Background: an optimization exercise with open tools, aiming at small area. Do not read the settings as production practice. RTL that was checked went through simulation tests only; none was proved equivalent to the original. Function not checked in run 8: the RTL went through the layout flow alone. No activity file was given, so power comes from the tool's default toggle rates.

## flow/run.sh

```bash
#!/bin/bash
# synth_recipe.tcl (not shown) runs the flow's synth.tcl, then flattens the netlist and writes it again
# the make line also repeats each setting of config.mk as NAME=value (left out here)
make -C /OpenROAD-flow-scripts/flow DESIGN_CONFIG=/design/flow/config.mk WORK_HOME=/design/flow/orfs CLKGATE_MAP_FILE= SYNTH_SCRIPT=/design/flow/synth_recipe.tcl finish
```

## flow/config.mk

```make
export PLATFORM = sky130hd
export DESIGN_NAME = CannyEdge
export DESIGN_NICKNAME = CannyEdge
export VERILOG_FILES = /design/flow/design.v
export SDC_FILE = /design/flow/constraint.sdc
export NUM_CORES = 4
export LEC_CHECK = 0
export CAP_MARGIN = 20
export CORE_MARGIN = 2
export CORE_UTILIZATION = 55
export GPL_TIMING_DRIVEN = 0
export SLEW_MARGIN = 20
```

## flow/constraint.sdc

```tcl
create_clock -name core_clock -period 12.0 [get_ports {clk}]
set_input_delay 2.4000 -clock core_clock [delete_from_list [all_inputs] [get_ports {clk}]]
set_output_delay 2.4000 -clock core_clock [all_outputs]
set_load 0.01 [all_outputs]
```

## flow/design.v

```verilog
module CannyEdge(dAddrRegRow, dAddrRegCol, bWE, bCE, InData, OutData,
	OPMode, bOPEnable, dReadReg, dWriteReg, clk, rst_b);
input  [2:0] dAddrRegRow, dAddrRegCol;
input        bWE, bCE;
input  [7:0] InData;
output [7:0] OutData;
reg    [7:0] OutData;
input  [2:0] OPMode;
input        bOPEnable;
input  [3:0] dReadReg, dWriteReg;
input        clk, rst_b;
function [15:0] add;
	input [15:0] a, b;
	input ci;
	integer k;
	reg c;
	begin
		c = ci;
		for (k = 0; k < 16; k = k + 1) begin
			add[k] = a[k] ^ b[k] ^ c;
			c = (a[k] & b[k]) | (c & (a[k] ^ b[k]));
		end
	end
endfunction
function geq;
	input [13:0] a, b;
	integer k;
	reg c;
	begin
		c = 1'b1;
		for (k = 0; k < 14; k = k + 1)
			c = (a[k] & ~b[k]) | (c & (a[k] | ~b[k]));
		geq = c;
	end
endfunction
reg [7:0] X [0:24];
reg [1:0] y6;             
reg [7:0] zf;             
reg [2:0] cnt;            
reg [14:0] acc;           
reg [10:0] gx, gy;        
reg        flag;          
reg        thr;           
wire op   = bCE & ~bOPEnable;
wire act  = op & ~(cnt[2] & cnt[0]);
wire m_g  = (OPMode == 3'd0);
wire m_s  = (OPMode == 3'd1);
wire m_n  = (OPMode == 3'd2);
wire m_h  = (OPMode == 3'd3);
wire wr   = ~bCE & ~bWE;
wire rd   = ~bCE & bWE;
wire c_0  = (cnt == 3'd0);
wire c_1  = (cnt == 3'd1);
wire c_2  = (cnt == 3'd2);
wire c_3  = (cnt == 3'd3);
always @(posedge clk or negedge rst_b)
	if (!rst_b) cnt <= 3'd0;
	else if (op) cnt <= (cnt == 3'd5) ? cnt : cnt + 3'd1;
	else cnt <= 3'd0;
reg        mnh;
always @(posedge clk) mnh <= (OPMode[2:1] == 2'b01);
wire       d0 = (y6 == 2'd0);
wire [2:0] osel = (mnh & c_1 & ~d0) ? 3'd0 : (mnh & c_2 & d0) ? 3'd1 : cnt;
wire [2:0] ncol = c_1 ? (d0 ? 3'd0 : {1'b0, ~y6}) : (d0 ? 3'd2 : {1'b0, y6} - 3'd1);
reg  [4:0] rdec, cdec, odec, ndec;
always @* begin
	rdec = 5'd0; cdec = 5'd0; odec = 5'd0; ndec = 5'd0;
	case (dAddrRegRow)
	3'd0: rdec[0] = 1'b1;
	3'd1: rdec[1] = 1'b1;
	3'd2: rdec[2] = 1'b1;
	3'd3: rdec[3] = 1'b1;
	3'd4: rdec[4] = 1'b1;
	default: ;
	endcase
	case (dAddrRegCol)
	3'd0: cdec[0] = 1'b1;
	3'd1: cdec[1] = 1'b1;
	3'd2: cdec[2] = 1'b1;
	3'd3: cdec[3] = 1'b1;
	3'd4: cdec[4] = 1'b1;
	default: ;
	endcase
	case (osel)
	3'd0: odec[0] = 1'b1;
	3'd1: odec[1] = 1'b1;
	3'd2: odec[2] = 1'b1;
	3'd3: odec[3] = 1'b1;
	default: odec[4] = 1'b1;
	endcase
	case (ncol)
	3'd0: ndec[0] = 1'b1;
	3'd1: ndec[1] = 1'b1;
	3'd2: ndec[2] = 1'b1;
	3'd3: ndec[3] = 1'b1;
	default: ndec[4] = 1'b1;
	endcase
end
wire [4:0] rs = bCE ? odec : rdec;
wire [4:0] cs = bCE ? ndec : cdec;
wire [7:0] rb0 = ({8{rs[0]}} & X[0])  | ({8{rs[1]}} & X[5])  | ({8{rs[2]}} & X[10]) | ({8{rs[3]}} & X[15]) | ({8{rs[4]}} & X[20]);
wire [7:0] rb1 = ({8{rs[0]}} & X[1])  | ({8{rs[1]}} & X[6])  | ({8{rs[2]}} & X[11]) | ({8{rs[3]}} & X[16]) | ({8{rs[4]}} & X[21]);
wire [7:0] rb2 = ({8{rs[0]}} & X[2])  | ({8{rs[1]}} & X[7])  | ({8{rs[2]}} & X[12]) | ({8{rs[3]}} & X[17]) | ({8{rs[4]}} & X[22]);
wire [7:0] rb3 = ({8{rs[0]}} & X[3])  | ({8{rs[1]}} & X[8])  | ({8{rs[2]}} & X[13]) | ({8{rs[3]}} & X[18]) | ({8{rs[4]}} & X[23]);
wire [7:0] rb4 = ({8{rs[0]}} & X[4])  | ({8{rs[1]}} & X[9])  | ({8{rs[2]}} & X[14]) | ({8{rs[3]}} & X[19]) | ({8{rs[4]}} & X[24]);
wire [7:0] xr  = ({8{cs[0]}} & rb0) | ({8{cs[1]}} & rb1) | ({8{cs[2]}} & rb2) | ({8{cs[3]}} & rb3) | ({8{cs[4]}} & rb4);
wire [8:0]  gP  = add(rb0, rb4, 1'b0);
wire [8:0]  gQ  = add(rb1, rb3, 1'b0);
wire [9:0]  gPQ = add(gP, gQ, 1'b0);
wire [9:0]  gQR = add(gQ, {rb2, 1'b0}, 1'b0);
wire [11:0] gS  = add(gPQ, {gQR, 1'b0}, 1'b0);
wire [10:0] gE1 = add(gPQ, {rb2, 1'b0}, 1'b0);
wire [14:0] gsh = c_2 ? {gS, 2'b00} : cnt[0] ? {gS, 1'b0} : {3'b000, gS};
wire [14:0] gE  = c_2 ? ~{5'd0, gQ, 1'b0} : cnt[0] ? {4'd0, gE1} : 15'd0;
wire [14:0] acp = c_0 ? 15'd0 : acc;
wire [14:0] accn = acp + gsh + gE + {14'd0, c_2};
always @(posedge clk)
	if (act & m_g) acc <= accn;
wire [7:0]  gres = acc[14:7];
wire        sx = gx[10], sy = gy[10];
wire        nx = c_3 & sx, ny = c_3 & sy;
wire [10:0] dd = add({3'b000, rb2}, ~{3'b000, rb0}, 1'b1);
wire [10:0] ss = add(add(rb0, rb2, 1'b0), {rb1, 1'b0}, 1'b0);
wire [10:0] gxa = c_0 ? 11'd0 : (gx ^ {11{nx}});
wire [10:0] gxb = c_3 ? 11'd0 : c_1 ? {dd[9:0], 1'b0} : dd;
wire [10:0] gya = c_0 ? 11'd0 : (gy ^ {11{ny}});
wire [10:0] gyb = c_3 ? 11'd0 : c_2 ? ~ss : ss;
wire [10:0] gxn = add(gxa, gxb, nx);
wire [10:0] gyn = add(gya, gyb, c_2 | ny);
always @(posedge clk)
	if (act & m_s & ~cnt[2]) begin
		gx <= {c_3 ? sx ^ sy : gxn[10], gxn[9:0]};
		if (~cnt[0] | c_3) gy <= gyn;
	end
wire [9:0]  ax = gx[9:0];
wire [9:0]  ay = gy[9:0];
wire        ng = gx[10];
wire [11:0] gsum = add(ax, ay, 1'b0);
wire [13:0] m5 = add(ax, {ax, 2'b00}, ng);
wire [13:0] m1 = add(ax, 16'd0, ng);
wire        c0  = geq(m1, {ay, 1'b0});
wire        c90 = ~geq(m5, {ay, 1'b0});
wire [7:0]  dirv = c0 ? 8'd0 : c90 ? 8'd90 : ng ? 8'd135 : 8'd45;
wire [7:0] x6 = X[6];
wire       ge6 = geq(x6, xr);
reg        za, zb;
always @* begin
	case (y6)
	2'd0: begin za = zf[3]; zb = zf[4]; end
	2'd1: begin za = zf[2]; zb = zf[5]; end
	2'd2: begin za = zf[1]; zb = zf[6]; end
	default: begin za = zf[0]; zb = zf[7]; end
	endcase
end
wire       hi = (xr[7:4] != 4'd0) | (xr[3:0] == 4'hf);
wire       nmsw = act & m_n & c_2;
wire       ok = flag & ge6;
always @(posedge clk)
	if (act & (m_n | m_h) & c_1)
		flag <= m_n ? ge6 : (hi | za);
always @(posedge clk)
	if (act & m_h & c_2)
		thr <= (x6 >= 8'd15) | ((x6 > 8'd10) & (flag | hi | zb));
wire [7:0] wd = bCE ? 8'd0 : InData;
wire [4:0] na = d0 ? 5'd5 : (y6 == 2'd1) ? 5'd2 : (y6 == 2'd2) ? 5'd1 : 5'd0;
wire [4:0] nb = d0 ? 5'd7 : (y6 == 2'd1) ? 5'd10 : (y6 == 2'd2) ? 5'd11 : 5'd12;
wire       wx = wr & (dWriteReg == 4'd0);
integer i;
always @(posedge clk) begin
	for (i = 0; i < 25; i = i + 1)
		if ((wx & rdec[i / 5] & cdec[i % 5]) |
		    (nmsw & (ok ? (na == i || nb == i) : (i == 6))))
			X[i] <= wd;
end
always @(posedge clk)
	if (wr & (dWriteReg == 4'd1) & rdec[1] & cdec[1]) y6 <= InData[1:0];
wire zone = (InData == 8'd1);
wire wz   = wr & (dWriteReg == 4'd2);
always @(posedge clk) begin
	if (wz & rdec[0] & cdec[0]) zf[0] <= zone;
	if (wz & rdec[0] & cdec[1]) zf[1] <= zone;
	if (wz & rdec[0] & cdec[2]) zf[2] <= zone;
	if (wz & rdec[1] & cdec[0]) zf[3] <= zone;
	if (wz & rdec[1] & cdec[2]) zf[4] <= zone;
	if (wz & rdec[2] & cdec[0]) zf[5] <= zone;
	if (wz & rdec[2] & cdec[1]) zf[6] <= zone;
	if (wz & rdec[2] & cdec[2]) zf[7] <= zone;
end
always @(posedge clk)
	if (rd)
		case (dReadReg)
		4'd0: OutData <= gres;
		4'd1: OutData <= gsum[10:3];
		4'd2: OutData <= dirv;
		4'd3: OutData <= xr;
		4'd4: OutData <= {7'd0, thr};
		default: ;
		endcase
endmodule
```

==> impl_metrics.csv, run 1 <==
group,metric,value,unit
synth,synth_top_family_by_area,"adder cells",
floorplan,rows,62,
sta,rsz0062_at_grt,"no",
setup_path,path_buf_inv,8,
setup_path,reg2reg_depth,39,
synth,synth-async-reset-ratio,0.0115,
synth,synth_nets,1592,
synth,netlist_top_cells_area,"edfxtp_1 48%, fa_1 12%, ha_1 5.1%",
sta,fin_crit_sh,0.959,
synth,syn_avg_cell_area,11.6,um2
placement,place_congestion,0.966,
setup_path,arrival,11.80,ns
placement,dp_hpwl,35.3,mm
hold_path,hold_path.class,"reg2reg",
synth,synthMuxAreaShare,0.0112,
setup_path,max_stage_delay,0.74,ns
sta,worst_pin_slew,1.08,ns
sta,tns,0,ns
sta,hold_viol_final,0,
sta,clock.fmax,86.9,MHz
synth,ys_types,81,
route,viasPerCell,6.14,
floorplan,dieArea,30900,um2
sta,slew_viol_final,0,
cells_and_area,fin_nets,1668,
clock_tree,tritoncts,"done",
clock_tree,numCtsBuffers,28,
route,drt_iter0_drc,1322,
power,worst_ir_drop_vdd,0.168,mV
placement,dp_cells,1827,
clock_tree,htree_levels,1,
floorplan,fp.dieW,176,um
global_route,grt_antenna_before_repair,0,
global_route,grtUsageTotal,0.306,
synth,ys_seq_area_frac,0.482,
placement,placedInstanceArea,17200,um2
setup_path,crit_cells,39,
synth,synth_top_area_share,0.476,
global_route,grt_max_degree,26,
clock_tree,clk_pin_slew,0.06,ns
global_route,met3_usage,0.0418,
placement,io_buffers,33,
global_route,use_met1,0.405,
sta,setup_viol,0,
setup_path,worstPathMaxFanout,10,
setup_path,crit_slowest_cell,"fa_1",
synth,synth_fa_ha_area_frac,0.177,
synth,postSynthCellCount,1397,
synth,ys_ff_latch,261,
hold_path,whs_path_depth,1,
global_route,grt.overflow.total,0,
cells_and_area,area_delta_synth_final,11.7,%
power,power_density,207,nW/um2
route,final_antenna_net_count,0,
cells_and_area,final_common_cell,"edfxtp_1",
setup_path,cp-end-kind,"register",
global_route,use_met2,0.516,
synth,synth-compound-area-share,0.136,
route,drc,0,
synth,ys.flop_type,"edfxtp_1",
route,post_drt_wl_per_cell,24.6,um
sta,layout_setup_ws,0.495,ns
floorplan,pin_count,38,
cells_and_area,final_cell_mix,"257 x edfxtp_1, 137 x inv_1, 127 x nand2_1",
cells_and_area,instances_no_fill,1877,
synth,synth-xor-area-share,0.0303,
placement,dp_slack,-0.250,ns
global_route,grt_pass1_vias,11253,
synth,syn_area,16200,um2
floorplan,die_y,176,um
sta,period_needed,11.50,ns
route,vias,11522,
clock_tree,clk_latency,0.56,ns
global_route,busiest_layer,"met2",
cells_and_area,drive_above_1_share,0.0723,
setup_path,cp_top_family,"adder cells",
setup_path,cp-start-kind,"primary input",
power,p_leak,6.80,nW
run,maxCapViolCount,0,
floorplan,initial_core_util,0.562,
cells_and_area,design_area,18100,um2
route,drtPass1Iterations,6,
clock_tree,clockRootBuffer,"clkbuf_16",
clock_tree,cts_setup_buffers,0,
synth,yosysWarnings,2,
synth,synth_edf_count,257,
setup_path,required,12.30,ns
run_status,outcome,"timing/DRC/antenna clean",
synth,synthSimpleGateAreaFrac,0.116,
floorplan,core,28900,um2
cells_and_area,diodes,0,
route,drt_wl_total,46.2,mm
clock_tree,cts.sinks,261,
sta,fin_skew,0.0155,ns
sta,relSlewSlack,0.274,
setup_path,path_class,"in2reg",
synth,synth_top_cell_by_area,"edfxtp_1",
global_route,grt_pass1_wl,69.5,mm
clock_tree,clk_path_buf_depth,3,
==> metrics by stage <==
stage	utilization	power, mW	hold slack, ns
2_1_floorplan	-	2.50	0.527
3_3_place_gp	0.590	2.88	0.568
3_5_place_dp	0.596	2.91	0.572
4_1_cts	0.627	3.76	0.590
5_1_grt	0.627	4.06	0.612
6_report	0.627	3.76	0.590
==> report_power, final <==
part	internal (mW)	switching, mW	leakage (nW)
clock network	0.492	0.357	0.441
registers	1.10	0.00827	2.28
logic	0.762	1.04	4.07
total	2.35	1.41	6.80
==> what timing repair did <==
action | 4_1_cts | 5_1_grt
hold buffers | 0 | 0
hold endpoints to repair | 0 | 0
endpoints found under the setup margin | 0 | 4
gates resized for setup | 0 | 9
==> worst register-to-register path: cells and delay by family (launching register included) <==
family | cells | cell delay (ns)
AND/OR/NAND/NOR | 5 | 1.01
buffers and inverters | 10 | 2.13
XOR/XNOR | 1 | 0.17
multiplexers | 2 | 0.43
AO/OA/AOI/OAI | 6 | 1.71
flip-flops | 1 | 0.41
adder cells (fa/ha/maj) | 15 | 5.29
==> metal layers <==
metal	share of wire	vias to the layer above
met1	0.40	5662
met4	0.044	0
met3	0.072	102
li1	-	5257
met2	0.48	501
met5	0	-
==> cells by family after synthesis <==
logic type / after synthesis
compound gates: 299
xor+xnor: 56
fa+ha+maj: 171
buf+inv: 197
flops: 261
mux: 18
simple gates: 395
==> path summary, 6_finish.rpt <==
kind,startpoint,endpoint,slack [ns]
worst max-delay path,dAddrRegRow[2],acc[13],0.50
worst min-delay path,acc[14],OutData[7],0.59
worst max register to register,cnt[0],acc[13],0.57
worst min register to register,acc[14],OutData[7],0.59
max in group asynchronous,rst_b,cnt[1],9.85
min in group asynchronous,rst_b,cnt[2],2.02
==> layout make-up <==
cell class | count | area (um2)
Buffer | 60 | 253
Clock buffer | 32 | 716
Clock inverter | 18 | 183
Fill cell | 2327 | 10800
Inverter | 137 | 514
Multi-Input combinational cell | 939 | 7690
Sequential cell | 261 | 7810
Tap cell | 384 | 480
Timing Repair Buffer | 46 | 460
==> cell usage after synthesis (7+ instances only) <==
master / instances
nand2b_1: 14
a21oi_1: 62
mux2i_1: 17
a31oi_1: 12
nand2_1: 127
nand3_1: 23
fa_1: 99
xor2_1: 16
a41o_1: 7
nor4_1: 7
buf_2: 9
nor2_1: 102
a211oi_1: 9
inv_1: 137
a22oi_1: 43
o21ai_0: 35
a21o_1: 14
buf_1: 9
o211ai_1: 10
or2_2: 7
xnor2_1: 40
and3_1: 18
ha_1: 66
edfxtp_1: 257
a222oi_1: 28
nor2b_1: 31
or3_1: 10
nor3_1: 27
clkbuf_1: 40
==> sequential cells by signal, summed over array words and instances (netlist names) <==
| signal | flops |
|---|---|
| OutData | 8 |
| X | 200 |
| acc | 15 |
| cnt | 3 |
| flag | 1 |
| gx | 11 |
| gy | 11 |
| mnh | 1 |
| thr | 1 |
| y6 | 2 |
| zf | 8 |
==> run 2, diff against run 1 <==
--- a/flow/config.mk
+++ b/flow/config.mk
@@ -8,5 +8,4 @@
 export CAP_MARGIN = 20
 export CORE_MARGIN = 2
-export CORE_UTILIZATION = 55
-export GPL_TIMING_DRIVEN = 0
+export CORE_UTILIZATION = 40
 export SLEW_MARGIN = 20
==> impl_metrics.csv, run 2 <==
group,metric,value,unit
floorplan,dieArea,42100,um2
clock_tree,cts.sinks,261,
sta,tns,0,ns
floorplan,fp.dieW,205,um
sta,period_needed,11.22,ns
cells_and_area,drive_above_1_share,0.0798,
sta,hold_viol_final,0,
power,worst_ir_drop_vdd,0.168,mV
synth,netlist_top_cells_area,"edfxtp_1 48%, fa_1 12%, ha_1 5.1%",
sta,relSlewSlack,0.287,
synth,yosysWarnings,2,
floorplan,core,39800,um2
synth,synth-async-reset-ratio,0.0115,
synth,ys_ff_latch,261,
route,viasPerCell,5.66,
placement,place_congestion,0.917,
route,post_drt_wl_per_cell,22.6,um
cells_and_area,area_delta_synth_final,13.0,%
setup_path,path_common_cell,"fa_1",
cells_and_area,design_area,18300,um2
placement,io_buffers,37,
hold_path,hold_start,"acc[14]",
setup_path,reg2reg_depth,39,
synth,ys_types,81,
power,power_density,206,nW/um2
sta,fin_crit_sh,0.935,
cells_and_area,largest_reg_flops,200,
cells_and_area,largest_registers,"X x200, acc x15",
cells_and_area,top_register,"X",
synth,syn_avg_cell_area,11.6,um2
run_status,outcome,"timing/DRC/antenna clean",
floorplan,die_y,205,um
placement,dp_hpwl,33.7,mm
floorplan,pin_count,38,
hold_path,whs_endpoint,"OutData[7]",
clock_tree,clk_latency,0.60,ns
setup_path,worstPathMaxFanout,11,
route,drt_iter0_drc,1094,
power,total_power,3.78,mW
synth,ys.flop_type,"edfxtp_1",
sta,worst_pin_slew,1.07,ns
clock_tree,clk_pin_slew,0.06,ns
clock_tree,clk_path_buf_depth,3,
setup_path,r2r_slack,1.71,ns
route,drt_wl_total,45.0,mm
clock_tree,clockRootBuffer,"clkbuf_16",
global_route,grt.overflow.total,0,
global_route,grt_max_degree,32,
cells_and_area,instances_no_fill,1992,
setup_path,required,12.33,ns
global_route,grtUsageTotal,0.218,
synth,syn_area,16200,um2
sta,fin_skew,0.0327,ns
setup_path,rr_startpoint,"cnt[0]",
clock_tree,hold_buffers,0,
synth,synth_top_cell_by_area,"edfxtp_1",
setup_path,crit_slowest_cell,"or4b_2",
sta,setup_viol,0,
synth,yosysMostFrequentCell,"edfxtp_1",
setup_path,cp-end-kind,"register",
cells_and_area,final_util,0.460,
setup_path,cp-start-kind,"primary input",
setup_path,arrival,11.55,ns
global_route,grt_pass1_vias,11301,
route,vias,11276,
sta,timing.hold.ws,0.590,ns
route,drc,0,
setup_path,reg2reg_to,"acc[13]",
synth,yosys-top-cells-count,"257 x edfxtp_1, 137 x inv_1, 127 x nand2_1",
cells_and_area,fin_nets,1639,
clock_tree,htree_levels,1,
clock_tree,tritoncts,"done",
power,p_leak,6.82,nW
clock_tree,numCtsBuffers,29,
placement,placedInstanceArea,17300,um2
synth,postSynthCellCount,1397,
setup_path,path_class,"in2reg",
synth,ys_seq_area_frac,0.482,
cells_and_area,final_cell_mix,"257 x edfxtp_1, 137 x inv_1, 127 x nand2_1",
route,drtPass1Iterations,8,
route,final_antenna_net_count,0,
run,maxCapViolCount,0,
placement,dp_cells,1938,
synth,synth_top_area_share,0.476,
clock_tree,cts_resized,0,
synth,synth_nets,1592,
setup_path,max_stage_delay,0.78,ns
cells_and_area,final_common_cell,"edfxtp_1",
sta,slew_viol_final,0,
floorplan,rows,73,
sta,clock.fmax,89.1,MHz
sta,layout_setup_ws,0.779,ns
hold_path,whs_path_depth,1,
synth,synth_edf_count,257,
hold_path,hold_path.class,"reg2reg",
sta,rsz0062_at_grt,"no",
clock_tree,cts_setup_buffers,0,
cells_and_area,diodes,0,
floorplan,initial_core_util,0.407,
global_route,grt_antenna_before_repair,1,
placement,dp_slack,0.194,ns
global_route,grt_pass1_wl,68.6,mm
run 2: changes by cell type in the layout (fill, tap and decap cells not counted), sizes merged:
cell	previous run	this run
inv	138	139
clkinvlp	1	4
buf	33	39
clkbuf	72	34
clkinv	13	11
clkdlybuf4s50	33	37
run 2: worst max-delay path, delay by kind of cell:
family | cells | cell delay, ns
buf+inv | 7 | 1.03
fa+ha+maj | 14 | 5.29
simple gates | 5 | 1.12
compound gates | 7 | 1.50
xor+xnor | 1 | 0.17
run 2: power by group:
| group | internal [mW] | total [mW] | switching, mW |
|---|---|---|---|
| combinational | 0.765 | 1.78 | 1.01 |
| sequential | 1.10 | 1.10 | 0.00718 |
| clock | 0.513 | 0.898 | 0.385 |
| total | 2.37 | 3.78 | 1.40 |
run 2: routing by layer:
layer / global-route usage / wire length [um] / share of wire
met2: 0.358 / 21100 / 0.47
met4: 0.0707 / 1600 / 0.036
met3: 0.0367 / 3250 / 0.072
met1: 0.296 / 19100 / 0.42
met5: 0 / 0 / 0
run 2: cell families (layout without fill, tap and decap cells):
family | after synthesis | in the layout | synth area share
AO/OA/AOI/OAI | 299 | 299 | 0.136
XOR/XNOR | 56 | 56 | 0.0303
adder cells (fa/ha/maj) | 171 | 171 | 0.177
buffers and inverters | 197 | 267 | 0.0470
flip-flops | 261 | 261 | 0.482
multiplexers | 18 | 18 | 0.0112
AND/OR/NAND/NOR | 395 | 395 | 0.116
run 2: worst max-delay path by stage:
stage,depth (start not counted),end,startpoint
after floorplan,36,acc[13],bCE
after global placement,35,acc[13],bCE
after detailed placement,38,acc[13],bCE
after CTS,38,acc[13],bCE
after global routing,35,acc[13],bCE
final,34,acc[13],bCE
run 2: layout make-up:
cell class	count	area [um2]
fill	3644	21500
inverter	137	514
clock buffer	34	744
sequential	261	7810
multi-input combinational	939	7690
tap	525	657
clock inverter	20	209
timing repair buffer	76	676
==> run 3, diff against run 2 <==
--- a/flow/config.mk
+++ b/flow/config.mk
@@ -9,3 +9,4 @@
 export CORE_MARGIN = 2
 export CORE_UTILIZATION = 40
+export CTS_BUF_LIST = sky130_fd_sc_hd__clkbuf_4
 export SLEW_MARGIN = 20
==> impl_metrics.csv, run 3 <==
group,metric,value,unit
run_status,outcome,"timing/DRC/antenna clean",
sta,fin_skew,0.0546,ns
synth,yosysWarnings,2,
setup_path,max_stage_delay,0.66,ns
synth,ys_types,81,
clock_tree,clockRootBuffer,"clkbuf_4",
setup_path,crit_slowest_cell,"clkdlybuf4s50_1",
cells_and_area,design_area,18200,um2
cells_and_area,top_register,"X",
cells_and_area,final_common_cell,"edfxtp_1",
cells_and_area,fin_nets,1680,
clock_tree,numCtsBuffers,70,
floorplan,pin_count,38,
setup_path,cp-start-kind,"primary input",
synth,syn_avg_cell_area,11.6,um2
synth,ys_ff_latch,261,
synth,synth-async-reset-ratio,0.0115,
placement,place_congestion,0.917,
setup_path,reg2reg_depth,39,
setup_path,path_common_cell,"fa_1",
cells_and_area,final_util,0.458,
cells_and_area,largest_registers,"X x200, acc x15",
setup_path,worstPathMaxFanout,13,
cells_and_area,final_cell_mix,"257 x edfxtp_1, 137 x inv_1, 127 x nand2_1",
cells_and_area,multi_input_area,7690,um2
sta,setup_viol,0,
sta,worst_pin_slew,1.10,ns
synth,synth_top_cell_by_area,"edfxtp_1",
global_route,grt_pass1_wl,69.2,mm
synth,ys.flop_type,"edfxtp_1",
synth,yosys-top-cells-count,"257 x edfxtp_1, 137 x inv_1, 127 x nand2_1",
route,vias,11535,
placement,dp_hpwl,33.7,mm
sta,rsz0062_at_grt,"no",
clock_tree,cts_setup_buffers,0,
route,final_antenna_net_count,0,
sta,hold_viol_final,0,
cells_and_area,regArea,7810,um2
floorplan,die_y,205,um
sta,relSlewSlack,0.266,
synth,netlist_top_cells_area,"edfxtp_1 48%, fa_1 12%, ha_1 5.1%",
global_route,grtUsageTotal,0.221,
floorplan,core,39800,um2
sta,period_needed,11.10,ns
hold_path,whs_path_depth,1,
clock_tree,cts_resized,0,
cells_and_area,instances_no_fill,2056,
sta,tns,0,ns
power,power_density,202,nW/um2
synth,ys_seq_area_frac,0.482,
placement,io_buffers,37,
cells_and_area,drive_above_1_share,0.117,
route,drt_wl_total,45.4,mm
setup_path,path_class,"in2reg",
cells_and_area,largest_reg_flops,200,
clock_tree,cts.sinks,261,
run,maxCapViolCount,0,
synth,synth_edf_count,257,
clock_tree,clk_path_buf_depth,3,
setup_path,r2r_slack,1.75,ns
clock_tree,clk_pin_slew,0.06,ns
hold_path,hold_path.class,"reg2reg",
route,drc,0,
setup_path,required,12.45,ns
sta,fin_crit_sh,0.925,
synth,postSynthCellCount,1397,
setup_path,reg2reg_to,"acc[13]",
global_route,grt.overflow.total,0,
placement,placedInstanceArea,17300,um2
power,p_leak,6.88,nW
cells_and_area,area_delta_synth_final,12.5,%
synth,syn_area,16200,um2
synth,synth_nets,1592,
route,drt_iter0_drc,1130,
setup_path,cp-end-kind,"register",
clock_tree,htree_levels,3,
synth,yosysMostFrequentCell,"edfxtp_1",
floorplan,fp.dieW,205,um
clock_tree,tritoncts,"done",
route,post_drt_wl_per_cell,22.1,um
route,viasPerCell,5.61,
placement,dp_cells,1938,
clock_tree,hold_buffers,0,
sta,clock.fmax,90.1,MHz
clock_tree,clk_latency,0.73,ns
floorplan,dieArea,42100,um2
setup_path,setup.worst_path.start,"bCE",
setup_path,rr_startpoint,"cnt[0]",
global_route,grt_max_degree,32,
sta,slew_viol_final,0,
setup_path,crit_end,"acc[13]",
global_route,grt_antenna_before_repair,2,
floorplan,initial_core_util,0.407,
floorplan,rows,73,
power,total_power,3.68,mW
synth,synth_top_area_share,0.476,
route,drtPass1Iterations,7,
cells_and_area,nFillCells,3702,
global_route,grt_pass1_vias,11629,
power,worst_ir_drop_vdd,0.171,mV
setup_path,arrival,11.55,ns
==> run 3: cell types whose count changed in the layout (fill, tap and decap cells not counted) <==
cell        previous run  this run
clkinv_1               5        11
clkinvlp_4             4         1
clkbuf_1               5         0
bufinv_16              3         2
clkinv_8               1         0
clkbuf_4               0        98
diode_2                0         1
clkbuf_16             29         0
inv_16                 1         0
clkinv_2               5         2
clkinv_4               0         2
==> run 3: area by class of cell <==
type	instances	area share
clock buffer	98	0.0403
antenna	1	0.000137
sequential	261	0.428
multi-input combinational	939	0.422
inverter	137	0.0282
clock inverter	19	0.00796
timing repair buffer	76	0.0370
tap	525	0.0360
==> run 3: logic make-up after synthesis <==
logic type | share of synthesized area
AO/OA/AOI/OAI | 0.136
XOR/XNOR | 0.0303
adder cells (fa/ha/maj) | 0.177
buffers and inverters | 0.0470
flip-flops | 0.482
multiplexers | 0.0112
AND/OR/NAND/NOR | 0.116
==> run 3: worst min-delay path by stage <==
stage,startpoint,to,slack (ns)
after floorplan,acc[7],OutData[0],0.53
after global placement,acc[14],OutData[7],0.57
after detailed placement,acc[14],OutData[7],0.57
after CTS,acc[9],OutData[2],0.58
after global routing,acc[9],OutData[2],0.61
final,acc[9],OutData[2],0.58
==> run 3: report_power, final <==
group,leakage [nW],switching (mW),internal (mW)
sequential,2.28,0.00729,1.10
combinational,4.09,1.01,0.765
clock,0.517,0.374,0.420
total,6.88,1.39,2.28
==> run 3: metrics by stage <==
step / setup WS (ns) / hold WS [ns]
after floorplan: 1.36 / 0.527
after global placement: 0.419 / 0.568
after detailed placement: 0.194 / 0.571
after CTS: 0.971 / 0.584
after global routing: 0.399 / 0.607
final: 0.900 / 0.579
==> run 3: worst max-delay path: cells and delay by family <==
family,cells,cell delay [ns]
fa+ha+maj,14,4.66
buf+inv,8,1.10
xor+xnor,2,0.39
simple gates,4,0.63
compound gates,9,2.37
==> run 3: routing by layer <==
metal | GRT usage | part of all wire | vias to the layer above
li1 | - | - | 5312
met1 | 0.291 | 0.42 | 5690
met2 | 0.361 | 0.47 | 451
met3 | 0.0478 | 0.072 | 82
met4 | 0.0809 | 0.032 | 0
met5 | 0 | 0 | -
==> run 4, diff against run 3 <==
--- a/flow/config.mk
+++ b/flow/config.mk
@@ -9,4 +9,7 @@
 export CORE_MARGIN = 2
 export CORE_UTILIZATION = 40
-export CTS_BUF_LIST = sky130_fd_sc_hd__clkbuf_4
+export CTS_BUF_LIST = sky130_fd_sc_hd__clkbuf_16
+export CTS_CLUSTER_DIAMETER = 80
+export CTS_CLUSTER_SIZE = 24
+export GPL_TIMING_DRIVEN = 0
 export SLEW_MARGIN = 20
==> impl_metrics.csv, run 4 <==
group,metric,value,unit
run_status,outcome,"timing/DRC/antenna clean",
clock_tree,cts.sinks,261,
setup_path,reg2reg_to,"acc[13]",
synth,ys_ff_latch,261,
cells_and_area,diodes,0,
clock_tree,numCtsBuffers,17,
setup_path,cp-end-kind,"register",
placement,io_buffers,33,
synth,synth_top_cell_by_area,"edfxtp_1",
synth,yosys-top-cells-count,"257 x edfxtp_1, 137 x inv_1, 127 x nand2_1",
hold_path,whs_endpoint,"OutData[0]",
power,worst_ir_drop_vdd,0.117,mV
sta,clock.fmax,87.0,MHz
global_route,grtUsageTotal,0.222,
floorplan,fp.dieW,205,um
setup_path,cp-start-kind,"primary input",
cells_and_area,largest_registers,"X x200, acc x15",
cells_and_area,largest_reg_flops,200,
setup_path,worstPathMaxFanout,10,
clock_tree,tritoncts,"done",
route,vias,11475,
sta,period_needed,11.50,ns
floorplan,core,39800,um2
sta,tns,0,ns
run,maxCapViolCount,0,
setup_path,r2r_slack,0.72,ns
sta,rsz0062_at_grt,"no",
power,seq_power_share,0.320,
floorplan,dieArea,42100,um2
cells_and_area,final_common_cell,"edfxtp_1",
cells_and_area,top_register,"X",
clock_tree,clk_latency,0.52,ns
cells_and_area,area_delta_synth_final,10.2,%
global_route,grt_pass1_vias,11198,
floorplan,rows,73,
floorplan,initial_core_util,0.407,
global_route,grt_max_degree,26,
power,p_leak,6.59,nW
sta,fin_skew,0.0213,ns
clock_tree,clk_path_buf_depth,3,
route,viasPerCell,5.76,
global_route,grt.overflow.total,0,
setup_path,max_stage_delay,0.71,ns
setup_path,setup.worst_path.start,"dAddrRegRow[2]",
sta,setup_viol,0,
power,p_int,2.11,mW
clock_tree,htree_levels,1,
route,drt_iter0_drc,1319,
power,total_power,3.44,mW
sta,worst_pin_slew,1.04,ns
global_route,grt_pass1_wl,69.0,mm
setup_path,reg2reg_depth,40,
placement,dp_hpwl,35.7,mm
setup_path,arrival,11.75,ns
sta,fin_crit_sh,0.958,
floorplan,die_y,205,um
setup_path,path_class,"in2reg",
power,p_sw,1.33,mW
hold_path,whs_path_depth,1,
setup_path,rr_startpoint,"cnt[0]",
clock_tree,clockRootBuffer,"clkbuf_16",
clock_tree,clk_pin_slew,0.07,ns
setup_path,path_common_cell,"fa_1",
global_route,grt_antenna_before_repair,0,
synth,ys_types,81,
power,power_frac_clock,0.165,
cells_and_area,drive_above_1_share,0.0599,
synth,synth_nets,1592,
sta,relSlewSlack,0.306,
synth,ys.flop_type,"edfxtp_1",
synth,ys_seq_area_frac,0.482,
route,final_antenna_net_count,0,
route,drt_wl_total,46.4,mm
synth,syn_avg_cell_area,11.6,um2
hold_path,hold_start,"acc[7]",
setup_path,required,12.24,ns
synth,netlist_top_cells_area,"edfxtp_1 48%, fa_1 12%, ha_1 5.1%",
hold_path,hold_path.class,"reg2reg",
power,swShare,0.386,
cells_and_area,final_cell_mix,"257 x edfxtp_1, 137 x inv_1, 127 x nand2_1",
cells_and_area,final_util,0.448,
synth,synth_top_area_share,0.476,
synth,postSynthCellCount,1397,
synth,synth-async-reset-ratio,0.0115,
placement,place_congestion,0.922,
synth,synth_edf_count,257,
power,p_comb_frac,0.514,
route,post_drt_wl_per_cell,23.3,um
sta,slew_viol_final,0,
sta,hold_viol_final,0,
route,drc,0,
synth,yosysWarnings,2,
synth,syn_area,16200,um2
setup_path,crit_slowest_cell,"fa_1",
synth,yosysMostFrequentCell,"edfxtp_1",
power,power_density,193,nW/um2
cells_and_area,fin_nets,1658,
floorplan,pin_count,38,
route,drtPass1Iterations,6,
==> run 4: repair_timing <==
action,4_1_cts,5_1_grt
hold endpoints to repair,0,0
hold buffers,0,0
buffers inserted,0,0
gates resized for setup,0,8
setup endpoints to repair,0,3
==> run 4: metrics by stage <==
step / instance area [um2] / setup slack [ns] / instances / hold slack, ns
after floorplan: 16200 / 1.36 / 1397 / 0.527
after global placement: 17200 / -0.203 / 1955 / 0.548
after detailed placement: 17400 / -0.202 / 1969 / 0.562
after CTS: 17900 / 0.321 / 1993 / 0.589
after global routing: 17900 / 0.0240 / 1993 / 0.608
final: 17900 / 0.499 / 1993 / 0.581
==> run 4: power by group through the flow <==
stage          Combinational (mW)  Sequential (mW)  Clock [mW]
2_1_floorplan                1.37             1.12           0
3_3_place_gp                 1.73             1.12           0
3_5_place_dp                 1.77             1.12           0
4_1_cts                      1.77             1.10       0.574
5_1_grt                      2.03             1.10       0.605
6_report                     1.77             1.10       0.569
==> run 4: metal layers <==
layer  vias up  share of wire  GRT usage
met2       426           0.48      0.383
met5         -              0          0
met4         0          0.030     0.0617
met3        83          0.061     0.0274
li1       5213              -          -
met1      5753           0.43      0.295
==> run 4: worst max path at each step <==
stage                         end  slack [ns]  depth (start not counted)
final                     acc[13]        0.50                         40
after global routing      acc[13]        0.02                         40
after CTS                 acc[13]        0.32                         37
after detailed placement  acc[13]       -0.20                         37
after global placement    acc[13]       -0.20                         37
after floorplan           acc[13]        1.36                         36
==> run 4: cell families after synthesis <==
group | Yosys count | synth area share
flops | 261 | 0.482
simple gates | 395 | 0.116
mux | 18 | 0.0112
compound gates | 299 | 0.136
xor+xnor | 56 | 0.0303
fa+ha+maj | 171 | 0.177
buf+inv | 197 | 0.0470
==> run 4: cell type report <==
cell class,count,area [um2]
Clock inverter,7,46.3
Inverter,137,514
Tap cell,525,657
Multi-Input combinational cell,939,7680
Buffer,60,254
Fill cell,3753,22000
Sequential cell,261,7810
Clock buffer,17,425
Timing Repair Buffer,47,467
==> run 4: critical path: cells and delay by family <==
kind / cells / cell delay, ns
buffers and inverters: 9 / 1.65
AND/OR/NAND/NOR: 4 / 1.07
adder cells (fa/ha/maj): 14 / 4.60
XOR/XNOR: 3 / 0.48
AO/OA/AOI/OAI: 10 / 1.53
==> run 5, diff against run 4 <==
--- a/flow/config.mk
+++ b/flow/config.mk
@@ -12,4 +12,3 @@
 export CTS_CLUSTER_DIAMETER = 80
 export CTS_CLUSTER_SIZE = 24
-export GPL_TIMING_DRIVEN = 0
 export SLEW_MARGIN = 20
==> impl_metrics.csv, run 5 <==
group,metric,value,unit
synth,syn_avg_cell_area,11.6,um2
synth,synth_top_cell_by_area,"edfxtp_1",
clock_tree,clk_path_buf_depth,3,
power,p_int,2.16,mW
global_route,grt_antenna_before_repair,1,
clock_tree,numCtsBuffers,17,
power,p_leak,6.63,nW
route,vias,11207,
cells_and_area,drive_above_1_share,0.0682,
clock_tree,tritoncts,"done",
setup_path,arrival,11.57,ns
sta,period_needed,11.31,ns
route,post_drt_wl_per_cell,22.7,um
synth,yosysMostFrequentCell,"edfxtp_1",
setup_path,reg2reg_depth,40,
synth,postSynthCellCount,1397,
global_route,grt.overflow.total,0,
clock_tree,htree_levels,1,
setup_path,worstPathMaxFanout,13,
setup_path,crit_slowest_cell,"clkdlybuf4s50_1",
clock_tree,cts_setup_buffers,0,
cells_and_area,fin_nets,1627,
sta,relSlewSlack,0.302,
synth,syn_area,16200,um2
clock_tree,clockRootBuffer,"clkbuf_16",
floorplan,fp.dieW,205,um
clock_tree,clk_pin_slew,0.09,ns
clock_tree,cts_resized,0,
placement,dp_hpwl,33.7,mm
power,p_comb_frac,0.507,
route,drtPass1Iterations,7,
sta,slew_viol_final,0,
power,swShare,0.386,
run,maxCapViolCount,0,
cells_and_area,largest_reg_flops,200,
cells_and_area,largest_registers,"X x200, acc x15",
cells_and_area,area_delta_synth_final,10.4,%
setup_path,cp-start-kind,"primary input",
sta,worst_pin_slew,1.04,ns
power,total_power,3.51,mW
setup_path,required,12.26,ns
synth,synth_edf_count,257,
floorplan,pin_count,38,
floorplan,dieArea,42100,um2
power,worst_ir_drop_vdd,0.169,mV
floorplan,die_y,205,um
floorplan,core,39800,um2
floorplan,initial_core_util,0.407,
cells_and_area,final_util,0.449,
synth,ys_ff_latch,261,
route,drc,0,
run_status,outcome,"timing/DRC/antenna clean",
power,power_frac_clock,0.179,
sta,hold_viol_final,0,
sta,clock.fmax,88.4,MHz
sta,fin_skew,0.0191,ns
synth,yosys-top-cells-count,"257 x edfxtp_1, 137 x inv_1, 127 x nand2_1",
cells_and_area,top_register,"X",
power,seq_power_share,0.314,
hold_path,whs_path_depth,1,
power,p_sw,1.35,mW
hold_path,hold_path.class,"reg2reg",
setup_path,path_class,"in2reg",
sta,setup_viol,0,
route,final_antenna_net_count,0,
power,power_density,196,nW/um2
placement,place_congestion,0.917,
synth,ys_seq_area_frac,0.482,
cells_and_area,diodes,0,
synth,ys.flop_type,"edfxtp_1",
sta,fin_crit_sh,0.942,
sta,rsz0062_at_grt,"no",
global_route,grtUsageTotal,0.215,
route,drt_iter0_drc,1099,
synth,yosysWarnings,2,
synth,netlist_top_cells_area,"edfxtp_1 48%, fa_1 12%, ha_1 5.1%",
global_route,grt_pass1_vias,11160,
sta,tns,0,ns
clock_tree,cts.sinks,261,
cells_and_area,final_cell_mix,"257 x edfxtp_1, 137 x inv_1, 127 x nand2_1",
setup_path,max_stage_delay,0.65,ns
clock_tree,clk_latency,0.53,ns
synth,ys_types,81,
setup_path,path_common_cell,"fa_1",
floorplan,rows,73,
route,drt_wl_total,44.6,mm
synth,synth_nets,1592,
global_route,grt_max_degree,32,
placement,io_buffers,37,
route,viasPerCell,5.71,
synth,synth-async-reset-ratio,0.0115,
synth,synth_top_area_share,0.476,
clock_tree,hold_buffers,0,
global_route,grt_pass1_wl,68.0,mm
setup_path,cp-end-kind,"register",
cells_and_area,final_common_cell,"edfxtp_1",
==> run 5: kinds of logic after synthesis <==
group,synth area share
DFF,0.482
adders and majority gates,0.177
AOI/OAI and AO/OA,0.136
xor gates and xnor gates,0.0303
and+or+nand+nor,0.116
muxes,0.0112
buffers and inverters,0.0470
==> run 5: worst paths after layout <==
check                        start          to  slack (ns)
setup / recovery               bCE     acc[13]        0.69
hold reg to reg            acc[14]  OutData[7]        0.59
setup reg to reg            cnt[0]     acc[13]        1.72
hold / removal             acc[14]  OutData[7]        0.59
max in group asynchronous    rst_b      cnt[0]        9.82
min in group asynchronous    rst_b      cnt[1]        2.04
==> run 5: critical path, delay by kind of cell <==
kind                     cells  cell delay (ns)
buffers and inverters        8             1.09
adder cells (fa/ha/maj)     14             4.65
AO/OA/AOI/OAI                9             2.39
XOR/XNOR                     2             0.39
AND/OR/NAND/NOR              4             0.64
==> run 5: cell type report <==
cell class / count / area (um2)
Clock inverter: 8 / 113
Tap cell: 525 / 657
Multi-Input combinational cell: 939 / 7690
Timing Repair Buffer: 76 / 676
Sequential cell: 261 / 7810
Clock buffer: 17 / 425
Fill cell: 3676 / 21900
Inverter: 137 / 514
==> run 5: routing by layer <==
metal | global-route usage | vias up | share of wire
li1 | - | 5139 | -
met3 | 0.0314 | 75 | 0.062
met2 | 0.357 | 371 | 0.47
met1 | 0.294 | 5622 | 0.43
met5 | 0 | - | 0
met4 | 0.0647 | 0 | 0.034
==> run 5: power groups by stage <==
| stage | Sequential, mW | Combinational [mW] | Clock [mW] |
|---|---|---|---|
| detailed placement | 1.12 | 1.79 | 0 |
| finish | 1.10 | 1.78 | 0.626 |
| global placement | 1.12 | 1.74 | 0 |
| floorplan | 1.12 | 1.37 | 0 |
| CTS | 1.10 | 1.79 | 0.635 |
| global route | 1.10 | 2.05 | 0.666 |
==> run 5: metrics by stage <==
| step | instance area, um2 | setup WS, ns | hold slack (ns) | instances |
|---|---|---|---|---|
| floorplan | 16200 | 1.36 | 0.527 | 1397 |
| global placement | 17300 | 0.419 | 0.568 | 1938 |
| detailed placement | 17300 | 0.194 | 0.571 | 1938 |
| CTS | 17900 | 0.731 | 0.596 | 1963 |
| global route | 17900 | 0.167 | 0.611 | 1963 |
| finish | 17900 | 0.693 | 0.588 | 1963 |
==> run 6, diff against run 5 <==
==> flow/flow/run.sh (new file) <==
#!/bin/bash
set -o pipefail
cat standard.sh > standard_copy.log 2>&1
export BUFFER_PORTS_ARGS="-buffer_cell sky130_fd_sc_hd__buf_1"
bash standard.sh > standard.log 2>&1
==> flow/standard.sh (new file) <==
#!/bin/bash
# synth_recipe.tcl (not shown) runs the flow's synth.tcl, then flattens the netlist and writes it again
# the make line also repeats each setting of config.mk as NAME=value (left out here)
make -C /OpenROAD-flow-scripts/flow DESIGN_CONFIG=/design/flow/config.mk WORK_HOME=/design/flow/orfs CLKGATE_MAP_FILE= SYNTH_SCRIPT=/design/flow/synth_recipe.tcl "${@:-finish}"
removed: flow/run.sh
==> impl_metrics.csv, run 6 <==
group,metric,value,unit
setup_path,path_buf_inv,7,
setup_path,max_stage_delay,0.68,ns
clock_tree,clk_path_buf_depth,3,
synth,ys_seq_area_frac,0.482,
clock_tree,cts_setup_buffers,0,
run,maxCapViolCount,0,
synth,yosysMostFrequentCell,"edfxtp_1",
cells_and_area,top_register,"X",
power,total_power,3.45,mW
placement,dp_hpwl,33.2,mm
setup_path,cp-start-kind,"primary input",
sta,tns,0,ns
sta,period_needed,10.97,ns
global_route,grtUsageTotal,0.215,
setup_path,worstPathMaxFanout,23,
sta,worst_pin_slew,1.12,ns
placement,place_congestion,0.923,
floorplan,dieArea,42100,um2
synth,synth_nets,1592,
clock_tree,hold_buffers,0,
synth,ys.flop_type,"edfxtp_1",
clock_tree,tritoncts,"done",
power,worst_ir_drop_vdd,0.116,mV
placement,io_buffers,37,
setup_path,cp_top_family,"adder cells",
synth,syn_area,16200,um2
floorplan,die_y,205,um
cells_and_area,drive_above_1_share,0.0649,
clock_tree,cts_resized,0,
clock_tree,clk_pin_slew,0.09,ns
hold_path,hold_path.class,"reg2reg",
clock_tree,clk_latency,0.53,ns
synth,ys_ff_latch,261,
synth,synth-async-reset-ratio,0.0115,
synth,synth_top_cell_by_area,"edfxtp_1",
synth,ys_types,81,
cells_and_area,fin_nets,1622,
cells_and_area,largest_reg_flops,200,
sta,setup_viol,0,
route,vias,11198,
setup_path,required,12.25,ns
cells_and_area,final_common_cell,"edfxtp_1",
cells_and_area,area_delta_synth_final,8.69,%
route,final_antenna_net_count,0,
sta,slew_viol_final,0,
clock_tree,cts.sinks,261,
synth,syn_avg_cell_area,11.6,um2
sta,fin_crit_sh,0.914,
route,drc,0,
sta,hold_viol_final,0,
clock_tree,htree_levels,1,
synth,yosys-top-cells-count,"257 x edfxtp_1, 137 x inv_1, 127 x nand2_1",
global_route,grt_pass1_wl,68.1,mm
cells_and_area,largest_registers,"X x200, acc x15",
synth,postSynthCellCount,1397,
global_route,grt.overflow.total,0,
power,p_leak,6.50,nW
setup_path,cp-end-kind,"register",
synth,netlist_top_cells_area,"edfxtp_1 48%, fa_1 12%, ha_1 5.1%",
sta,fin_skew,0.0228,ns
cells_and_area,final_cell_mix,"257 x edfxtp_1, 137 x inv_1, 127 x nand2_1",
route,drt_iter0_drc,1035,
sta,rsz0062_at_grt,"no",
setup_path,path_common_cell,"fa_1",
clock_tree,numCtsBuffers,16,
floorplan,rows,73,
setup_path,crit_slowest_cell,"o21ai_4",
clock_tree,clockRootBuffer,"clkbuf_16",
floorplan,fp.dieW,205,um
route,post_drt_wl_per_cell,22.7,um
route,drt_wl_total,44.4,mm
route,viasPerCell,5.72,
global_route,grt_antenna_before_repair,1,
sta,clock.fmax,91.1,MHz
global_route,grt_max_degree,32,
route,drtPass1Iterations,7,
global_route,grt_pass1_vias,11205,
setup_path,path_class,"in2reg",
floorplan,initial_core_util,0.407,
synth,yosysWarnings,2,
sta,relSlewSlack,0.249,
setup_path,arrival,11.23,ns
synth,synth_top_area_share,0.476,
floorplan,pin_count,38,
floorplan,core,39800,um2
synth,synth_edf_count,257,
run_status,outcome,"timing/DRC/antenna clean",
power,power_density,196,nW/um2
-- run 6: path summary, 6_finish.rpt --
kind	from	endpoint	slack, ns	depth (start not counted)
setup / recovery	bCE	acc[13]	1.03	36
hold / removal	acc[14]	OutData[7]	0.62	1
setup reg to reg	cnt[0]	acc[13]	1.62	41
hold reg to reg	acc[14]	OutData[7]	0.62	1
max in group asynchronous	rst_b	cnt[2]	10.16	1
min in group asynchronous	rst_b	cnt[0]	1.67	1
-- run 6: kinds of logic after synthesis --
logic type                 share of synthesized area
and+or+nand+nor                                0.116
adders and majority gates                      0.177
muxes                                         0.0112
DFF                                            0.482
AOI/OAI and AO/OA                              0.136
xor gates and xnor gates                      0.0303
buffers and inverters                         0.0470
-- run 6: worst reg2reg max path, delay by kind of cell (launching register included) --
family / cells / cell delay (ns)
AO/OA/AOI/OAI: 10 / 2.31
flip-flops: 1 / 0.33
AND/OR/NAND/NOR: 4 / 0.66
XOR/XNOR: 2 / 0.41
adder cells (fa/ha/maj): 15 / 5.03
buffers and inverters: 10 / 1.37
-- run 6: metal layers --
metal | share of wire | wire [um] | track usage | up-vias
li1 | - | - | - | 5135
met1 | 0.42 | 18800 | 0.291 | 5586
met2 | 0.47 | 21000 | 0.353 | 392
met3 | 0.071 | 3160 | 0.0390 | 85
met4 | 0.032 | 1420 | 0.0683 | 0
met5 | 0 | 0 | 0 | -
-- run 6: per-stage QoR --
step,hold slack (ns),std cells,utilization,setup slack (ns),instance area [um2]
4_1_cts,0.620,1957,0.442,1.09,17600
2_1_floorplan,0.527,1397,-,1.36,16200
6_report,0.620,1958,0.442,1.03,17600
5_1_grt,0.619,1957,0.442,0.635,17600
3_5_place_dp,0.594,1934,0.429,0.565,17100
3_3_place_gp,0.594,1934,0.429,0.754,17100
-- run 6: area by class of cell --
cell class	count	area, um2
timing repair buffer	72	414
multi-input combinational	939	7710
inverter	137	514
clock buffer	16	400
fill	3716	22200
sequential	261	7810
tap	525	657
clock inverter	7	100
antenna	1	2.50
-- run 6: power by group --
group	internal [mW]	switching [mW]	leakage, nW
combinational	0.751	0.997	3.97
sequential	1.10	0.00764	2.28
clock	0.276	0.325	0.245
total	2.12	1.33	6.50
==> run 7, diff against run 6 <==
--- a/flow/config.mk
+++ b/flow/config.mk
@@ -9,6 +9,3 @@
 export CORE_MARGIN = 2
 export CORE_UTILIZATION = 40
-export CTS_BUF_LIST = sky130_fd_sc_hd__clkbuf_16
-export CTS_CLUSTER_DIAMETER = 80
-export CTS_CLUSTER_SIZE = 24
 export SLEW_MARGIN = 20
==> impl_metrics.csv, run 7 <==
group,metric,value,unit
synth,ys.flop_type,"edfxtp_1",
hold_path,whs_path_depth,1,
synth,syn_area,16200,um2
global_route,grt_pass1_vias,11358,
cells_and_area,area_delta_synth_final,10.9,%
synth,synth-async-reset-ratio,0.0115,
clock_tree,tritoncts,"done",
synth,synth-compound-area-share,0.136,
clock_tree,cts.sinks,261,
synth,netlist_top_cells_area,"edfxtp_1 48%, fa_1 12%, ha_1 5.1%",
setup_path,r2r_slack,1.63,ns
global_route,grt_pass1_wl,68.7,mm
sta,period_needed,10.90,ns
cells_and_area,final_cell_mix,"257 x edfxtp_1, 137 x inv_1, 127 x nand2_1",
sta,hold_viol_final,0,
route,drt_wl_total,44.9,mm
synth,synth_top_cell_by_area,"edfxtp_1",
sta,setup_viol,0,
run_status,outcome,"timing/DRC/antenna clean",
power,p_leak,6.67,nW
setup_path,crit_slowest_cell,"o21ai_4",
route,drtPass1Iterations,7,
route,wl_met1,19.2,mm
setup_path,max_stage_delay,0.67,ns
sta,slew_viol_final,0,
synth,postSynthCellCount,1397,
setup_path,worstPathMaxFanout,23,
setup_path,path_common_cell,"fa_1",
sta,tns,0,ns
floorplan,rows,73,
floorplan,die_y,205,um
route,viasPerCell,5.68,
synth,synth_top_area_share,0.476,
cells_and_area,largest_reg_flops,200,
clock_tree,clockRootBuffer,"clkbuf_16",
synth,synthMuxAreaShare,0.0112,
sta,fin_crit_sh,0.909,
synth,synth_fa_ha_area_frac,0.177,
floorplan,dieArea,42100,um2
sta,fin_skew,0.0424,ns
setup_path,arrival,11.20,ns
cells_and_area,drive_above_1_share,0.0713,
synth,ys_types,81,
setup_path,required,12.29,ns
hold_path,whs_endpoint,"OutData[7]",
synth,ys_ff_latch,261,
sta,relSlewSlack,0.242,
cells_and_area,fin_nets,1634,
hold_path,hold_path.class,"reg2reg",
run,maxCapViolCount,0,
clock_tree,cts_resized,0,
synth,yosysMostFrequentCell,"edfxtp_1",
setup_path,reg2reg_to,"acc[13]",
route,final_antenna_net_count,0,
synth,synth_edf_count,257,
global_route,grt_max_degree,32,
synth,synth_top_family_by_area,"adder cells",
synth,yosys-top-cells-count,"257 x edfxtp_1, 137 x inv_1, 127 x nand2_1",
hold_path,hold_start,"acc[14]",
setup_path,cp-end-kind,"register",
floorplan,core,39800,um2
synth,ys_seq_area_frac,0.482,
sta,worst_pin_slew,1.13,ns
floorplan,initial_core_util,0.407,
floorplan,fp.dieW,205,um
synth,synth_nets,1592,
route,post_drt_wl_per_cell,22.6,um
cells_and_area,final_common_cell,"edfxtp_1",
cells_and_area,largest_registers,"X x200, acc x15",
route,maxUsedRoutingLayer,"met4",
synth,yosysWarnings,2,
route,drt_iter0_drc,1028,
clock_tree,numCtsBuffers,28,
route,dr_wl_met2,21.1,mm
power,power_density,205,nW/um2
global_route,grt.overflow.total,0,
setup_path,path_class,"in2reg",
placement,dp_hpwl,33.2,mm
synth,syn_avg_cell_area,11.6,um2
clock_tree,clk_latency,0.60,ns
cells_and_area,diodes,0,
route,wl_met3,3.01,mm
route,vias,11273,
clock_tree,cts_setup_buffers,0,
synth,synthSimpleGateAreaFrac,0.116,
setup_path,cp-start-kind,"primary input",
clock_tree,clk_pin_slew,0.06,ns
global_route,grt_antenna_before_repair,1,
route,drc,0,
clock_tree,clk_path_buf_depth,3,
global_route,grtUsageTotal,0.218,
placement,io_buffers,37,
setup_path,reg2reg_depth,41,
sta,rsz0062_at_grt,"no",
power,total_power,3.69,mW
floorplan,pin_count,38,
synth,synth-xor-area-share,0.0303,
power,worst_ir_drop_vdd,0.143,mV
setup_path,rr_startpoint,"cnt[0]",
placement,place_congestion,0.923,
sta,clock.fmax,91.7,MHz
clock_tree,htree_levels,1,
cells_and_area,top_register,"X",
clock_tree,hold_buffers,0,
## run 7: changes by cell type in the layout (fill, tap and decap cells not counted), sizes merged
cell / previous run / this run
bufinv: 1 / 2
clkinv: 1 / 10
clkbuf: 16 / 37
inv: 142 / 137
diode: 1 / 0
## run 7: kinds of logic after synthesis
kind of cell / Yosys count
multiplexers: 18
adder cells (fa/ha/maj): 171
XOR/XNOR: 56
flip-flops: 261
buffers and inverters: 197
AND/OR/NAND/NOR: 395
AO/OA/AOI/OAI: 299
## run 7: worst max path at each step
| stage | slack [ns] | start | depth (start not counted) | to |
|---|---|---|---|---|
| 2_1_floorplan | 1.36 | bCE | 36 | acc[13] |
| 3_3_place_gp | 0.75 | bCE | 36 | acc[13] |
| 3_5_place_dp | 0.56 | bCE | 36 | acc[13] |
| 4_1_cts | 1.15 | bCE | 36 | acc[13] |
| 5_1_grt | 0.69 | bCE | 35 | acc[13] |
| 6_report | 1.10 | bCE | 36 | acc[13] |
## run 7: per-stage QoR
stage / hold WS [ns] / util / cell area [um2] / cells / setup slack, ns
floorplan: 0.527 / - / 16200 / 1397 / 1.36
global placement: 0.594 / 0.429 / 17100 / 1934 / 0.754
detailed placement: 0.594 / 0.429 / 17100 / 1934 / 0.565
CTS: 0.612 / 0.451 / 18000 / 1983 / 1.15
global route: 0.611 / 0.451 / 18000 / 1983 / 0.688
finish: 0.616 / 0.451 / 18000 / 1983 / 1.10
## run 7: cell type report
type	count	area (um2)
Clock buffer	37	734
Clock inverter	12	128
Fill cell	3696	21900
Inverter	137	514
Multi-Input combinational cell	939	7710
Sequential cell	261	7810
Tap cell	525	657
Timing Repair Buffer	72	414
## run 7: critical path: cells and delay by family
family                   cells  cell delay, ns
AO/OA/AOI/OAI                9            2.01
XOR/XNOR                     1            0.20
adder cells (fa/ha/maj)     14            5.31
buffers and inverters        7            0.59
AND/OR/NAND/NOR              5            0.67
## run 7: power by group
part,switching [mW],internal (mW)
clock network,0.360,0.471
logic,0.998,0.751
registers,0.00763,1.10
## run 7: routing by layer
metal,up-vias,track usage
li1,5169,-
met1,5642,0.290
met2,357,0.357
met3,105,0.0426
met4,0,0.0730
met5,-,0
==> run 8, diff against run 7 <==
--- a/flow/design.v
+++ b/flow/design.v
@@ -118,28 +118,30 @@
 	if (act & m_g) acc <= accn;
 wire [7:0]  gres = acc[14:7];
+wire        c_4 = (cnt == 3'd4);
 wire        sx = gx[10], sy = gy[10];
 wire        nx = c_3 & sx, ny = c_3 & sy;
 wire [10:0] dd = add({3'b000, rb2}, ~{3'b000, rb0}, 1'b1);
 wire [10:0] ss = add(add(rb0, rb2, 1'b0), {rb1, 1'b0}, 1'b0);
-wire [10:0] gxa = c_0 ? 11'd0 : (gx ^ {11{nx}});
-wire [10:0] gxb = c_3 ? 11'd0 : c_1 ? {dd[9:0], 1'b0} : dd;
+wire [10:0] gxa = c_0 ? 11'd0 : {gx[10] & ~c_4, gx[9:0]} ^ {11{nx}};
+wire [10:0] gxb = c_3 ? 11'd0 : c_1 ? {dd[9:0], 1'b0} : c_4 ? gy : dd;
 wire [10:0] gya = c_0 ? 11'd0 : (gy ^ {11{ny}});
 wire [10:0] gyb = c_3 ? 11'd0 : c_2 ? ~ss : ss;
 wire [10:0] gxn = add(gxa, gxb, nx);
 wire [10:0] gyn = add(gya, gyb, c_2 | ny);
-always @(posedge clk)
-	if (act & m_s & ~cnt[2]) begin
-		gx <= {c_3 ? sx ^ sy : gxn[10], gxn[9:0]};
-		if (~cnt[0] | c_3) gy <= gyn;
-	end
 wire [9:0]  ax = gx[9:0];
 wire [9:0]  ay = gy[9:0];
 wire        ng = gx[10];
-wire [11:0] gsum = add(ax, ay, 1'b0);
 wire [13:0] m5 = add(ax, {ax, 2'b00}, ng);
 wire [13:0] m1 = add(ax, 16'd0, ng);
 wire        c0  = geq(m1, {ay, 1'b0});
 wire        c90 = ~geq(m5, {ay, 1'b0});
-wire [7:0]  dirv = c0 ? 8'd0 : c90 ? 8'd90 : ng ? 8'd135 : 8'd45;
+wire [1:0]  dcode = c0 ? 2'd0 : c90 ? 2'd2 : {ng, 1'b1};
+always @(posedge clk)
+	if (act & m_s) begin
+		gx <= {c_3 ? sx ^ sy : gxn[10], gxn[9:0]};
+		if (~cnt[0] | c_3) gy <= {gyn[10:2], c_4 ? dcode : gyn[1:0]};
+	end
+wire [7:0]  dirv = {gy[1] & gy[0], gy[1] & ~gy[0], ~gy[1] & gy[0], gy[1] & ~gy[0],
+                    gy[1] ^ gy[0], gy[0], gy[1], gy[0]};
 wire [7:0] x6 = X[6];
 wire       ge6 = geq(x6, xr);
@@ -157,18 +159,19 @@
 wire       ok = flag & ge6;
 always @(posedge clk)
-	if (act & (m_n | m_h) & c_1)
-		flag <= m_n ? ge6 : (hi | za);
+	flag <= OPMode[0] ? (hi | za) : ge6;
 always @(posedge clk)
 	if (act & m_h & c_2)
 		thr <= (x6 >= 8'd15) | ((x6 > 8'd10) & (flag | hi | zb));
 wire [7:0] wd = bCE ? 8'd0 : InData;
-wire [4:0] na = d0 ? 5'd5 : (y6 == 2'd1) ? 5'd2 : (y6 == 2'd2) ? 5'd1 : 5'd0;
-wire [4:0] nb = d0 ? 5'd7 : (y6 == 2'd1) ? 5'd10 : (y6 == 2'd2) ? 5'd11 : 5'd12;
+wire       ca = nmsw & ok;
+wire [3:0] dd4 = {y6 == 2'd3, y6 == 2'd2, y6 == 2'd1, d0};
+wire [24:0] clr = {12'd0, ca & dd4[3], ca & dd4[2], ca & dd4[1], 2'd0,
+                   ca & dd4[0], nmsw & ~ok, ca & dd4[0], 2'd0,
+                   ca & dd4[1], ca & dd4[2], ca & dd4[3]};
 wire       wx = wr & (dWriteReg == 4'd0);
 integer i;
 always @(posedge clk) begin
 	for (i = 0; i < 25; i = i + 1)
-		if ((wx & rdec[i / 5] & cdec[i % 5]) |
-		    (nmsw & (ok ? (na == i || nb == i) : (i == 6))))
+		if ((wx & rdec[i / 5] & cdec[i % 5]) | clr[i])
 			X[i] <= wd;
 end
@@ -191,5 +194,5 @@
 		case (dReadReg)
 		4'd0: OutData <= gres;
-		4'd1: OutData <= gsum[10:3];
+		4'd1: OutData <= gx[10:3];
 		4'd2: OutData <= dirv;
 		4'd3: OutData <= xr;
==> flow/run.sh (new file) <==
#!/bin/bash
# synth_recipe.tcl (not shown) runs the flow's synth.tcl, then flattens the netlist and writes it again
# the make line also repeats each setting of config.mk as NAME=value (left out here)
make -C /OpenROAD-flow-scripts/flow DESIGN_CONFIG=/design/flow/config.mk WORK_HOME=/design/flow/orfs CLKGATE_MAP_FILE= SYNTH_SCRIPT=/design/flow/synth_recipe.tcl finish
removed: flow/flow/run.sh
removed: flow/standard.sh
==> impl_metrics.csv, run 8 <==
group,metric,value,unit
placement,dp_slack,-0.0558,ns
synth,synth-async-reset-ratio,0.0115,
power,total_power,3.92,mW
floorplan,initial_core_util,0.405,
clock_tree,clk_latency,0.59,ns
sta,hold_viol_final,0,
global_route,grt.overflow.total,0,
clock_tree,hold_buffers,0,
setup_path,path_buf_inv,4,
synth,synth_nets,1560,
setup_path,crit_slowest_cell,"fa_1",
floorplan,core,39800,um2
cells_and_area,final_common_cell,"edfxtp_1",
global_route,grt_pass1_wl,67.8,mm
synth,synth_edf_count,256,
hold_path,hold_path.class,"reg2reg",
cells_and_area,top_register,"X",
placement,place_congestion,0.931,
global_route,grt_max_degree,36,
setup_path,cp-end-kind,"register",
synth,yosysMostFrequentCell,"edfxtp_1",
synth,syn_avg_cell_area,11.8,um2
route,drt_wl_total,45.2,mm
cells_and_area,instances_no_fill,2005,
sta,fin_crit_sh,0.954,
placement,dp_hpwl,33.8,mm
synth,ys_types,81,
route,vias,11436,
global_route,grtUsageTotal,0.217,
power,p_leak,6.74,nW
route,post_drt_wl_per_cell,22.5,um
floorplan,fp.dieW,205,um
synth,syn_area,16100,um2
setup_path,path_class,"in2reg",
setup_path,max_stage_delay,0.55,ns
clock_tree,htree_levels,1,
clock_tree,clk_pin_slew,0.06,ns
cells_and_area,design_area,18500,um2
clock_tree,cts_setup_buffers,0,
sta,setup_viol,0,
route,final_antenna_net_count,0,
floorplan,dieArea,42000,um2
setup_path,cp_top_family,"adder cells",
floorplan,pin_count,38,
clock_tree,cts_resized,0,
clock_tree,numCtsBuffers,28,
synth,netlist_top_cells_area,"edfxtp_1 48%, fa_1 13%, ha_1 4.5%",
clock_tree,tritoncts,"done",
cells_and_area,largest_reg_flops,200,
cells_and_area,diodes,0,
sta,worst_pin_slew,1.11,ns
synth,ys_ff_latch,261,
placement,io_buffers,37,
cells_and_area,drive_above_1_share,0.114,
clock_tree,clk_path_buf_depth,3,
sta,rsz0062_at_grt,"no",
synth,yosys-top-cells-count,"256 x edfxtp_1, 144 x nand2_1, 131 x inv_1",
synth,ys.flop_type,"edfxtp_1",
sta,slew_viol_final,0,
sta,layout_setup_ws,0.547,ns
sta,period_needed,11.45,ns
power,power_density,212,nW/um2
synth,postSynthCellCount,1370,
sta,fin_skew,0.0334,ns
run_status,outcome,"timing/DRC/antenna clean",
global_route,grt_antenna_before_repair,2,
synth,synth_top_area_share,0.476,
run,maxCapViolCount,0,
route,drtPass1Iterations,6,
placement,placedInstanceArea,17600,um2
route,drt_iter0_drc,1205,
setup_path,cp-start-kind,"primary input",
cells_and_area,fin_nets,1648,
global_route,grt_pass1_vias,11174,
route,drc,0,
cells_and_area,final_cell_mix,"256 x edfxtp_1, 144 x nand2_1, 131 x inv_1",
setup_path,worstPathMaxFanout,2,
setup_path,path_common_cell,"fa_1",
floorplan,die_y,205,um
clock_tree,cts.sinks,261,
cells_and_area,largest_registers,"X x200, acc x15",
floorplan,rows,73,
power,worst_ir_drop_vdd,0.221,mV
setup_path,required,12.30,ns
synth,yosysWarnings,2,
synth,ys_seq_area_frac,0.483,
synth,synth_top_cell_by_area,"edfxtp_1",
placement,dp_cells,1953,
sta,relSlewSlack,0.259,
clock_tree,clockRootBuffer,"clkbuf_16",
cells_and_area,area_delta_synth_final,14.4,%
sta,clock.fmax,87.3,MHz
setup_path,arrival,11.76,ns
route,viasPerCell,5.70,
## run 8: changes by cell type after synthesis, moves of 11 or more
| cell | previous run | this run |
|---|---|---|
| a22o_1 | 2 | 13 |
| nor3_1 | 27 | 16 |
| nand2_1 | 127 | 144 |
| a21oi_1 | 62 | 39 |
## run 8: final timing paths
path                                startpoint  cells past startpoint      end  slack [ns]
min in group asynchronous                rst_b                      1   cnt[1]        2.02
worst min register to register           zf[0]                      3     flag        0.61
worst max register to register           y6[0]                     32  acc[14]        1.68
worst min-delay path                     zf[0]                      3     flag        0.61
max in group asynchronous                rst_b                      1   cnt[0]        9.83
worst max-delay path            dAddrRegRow[0]                     31  acc[14]        0.55
## run 8: tightest hold or removal path, delay by kind of cell (launching register included)
| kind | cells | cell delay (ns) |
|---|---|---|
| flip-flops | 1 | 0.31 |
| AO/OA/AOI/OAI | 2 | 0.20 |
| AND/OR/NAND/NOR | 1 | 0.07 |
## run 8: per-stage QoR
stage / utilization / setup TNS [ns] / hold slack [ns]
floorplan: - / 0 / 0.533
global placement: 0.441 / 0 / 0.583
detailed placement: 0.441 / -0.0678 / 0.592
CTS: 0.464 / 0 / 0.609
global route: 0.464 / 0 / 0.647
finish: 0.464 / 0 / 0.609
## run 8: where the power goes
part | total (mW) | switching (mW) | leakage [nW] | internal (mW)
Clock | 0.849 | 0.374 | 0.426 | 0.474
Combinational | 1.96 | 1.06 | 4.09 | 0.898
Sequential | 1.11 | 0.00973 | 2.22 | 1.10
## run 8: logic make-up after synthesis
family | after synthesis | synth area share
adders and majority gates | 174 | 0.181
DFF | 261 | 0.483
buffers and inverters | 198 | 0.0483
AOI/OAI and AO/OA | 297 | 0.145
and+or+nand+nor | 382 | 0.110
xor gates and xnor gates | 45 | 0.0244
muxes | 13 | 0.00814
## run 8: routing by layer
metal	share of wire	vias up	GRT usage
li1	-	5188	-
met1	0.42	5713	0.292
met2	0.48	461	0.360
met3	0.076	72	0.0369
met4	0.026	2	0.0632
met5	0.00075	-	0.00714
## run 8: cell type report
class	instances	area, um2
Fill cell	3665	21300
Sequential cell	261	7800
Multi-Input combinational cell	911	7590
Timing Repair Buffer	123	1030
Clock buffer	32	716
Tap cell	525	657
Inverter	133	499
Clock inverter	20	185

Setup slack of run 8, layout unchanged: 0.547 ns with ideal ports, 0.574 ns with driving cells assumed (clock clkbuf_16, inputs buf_2), -0.053 ns with port delays also shifted by the 0.627 ns mid clock arrival.
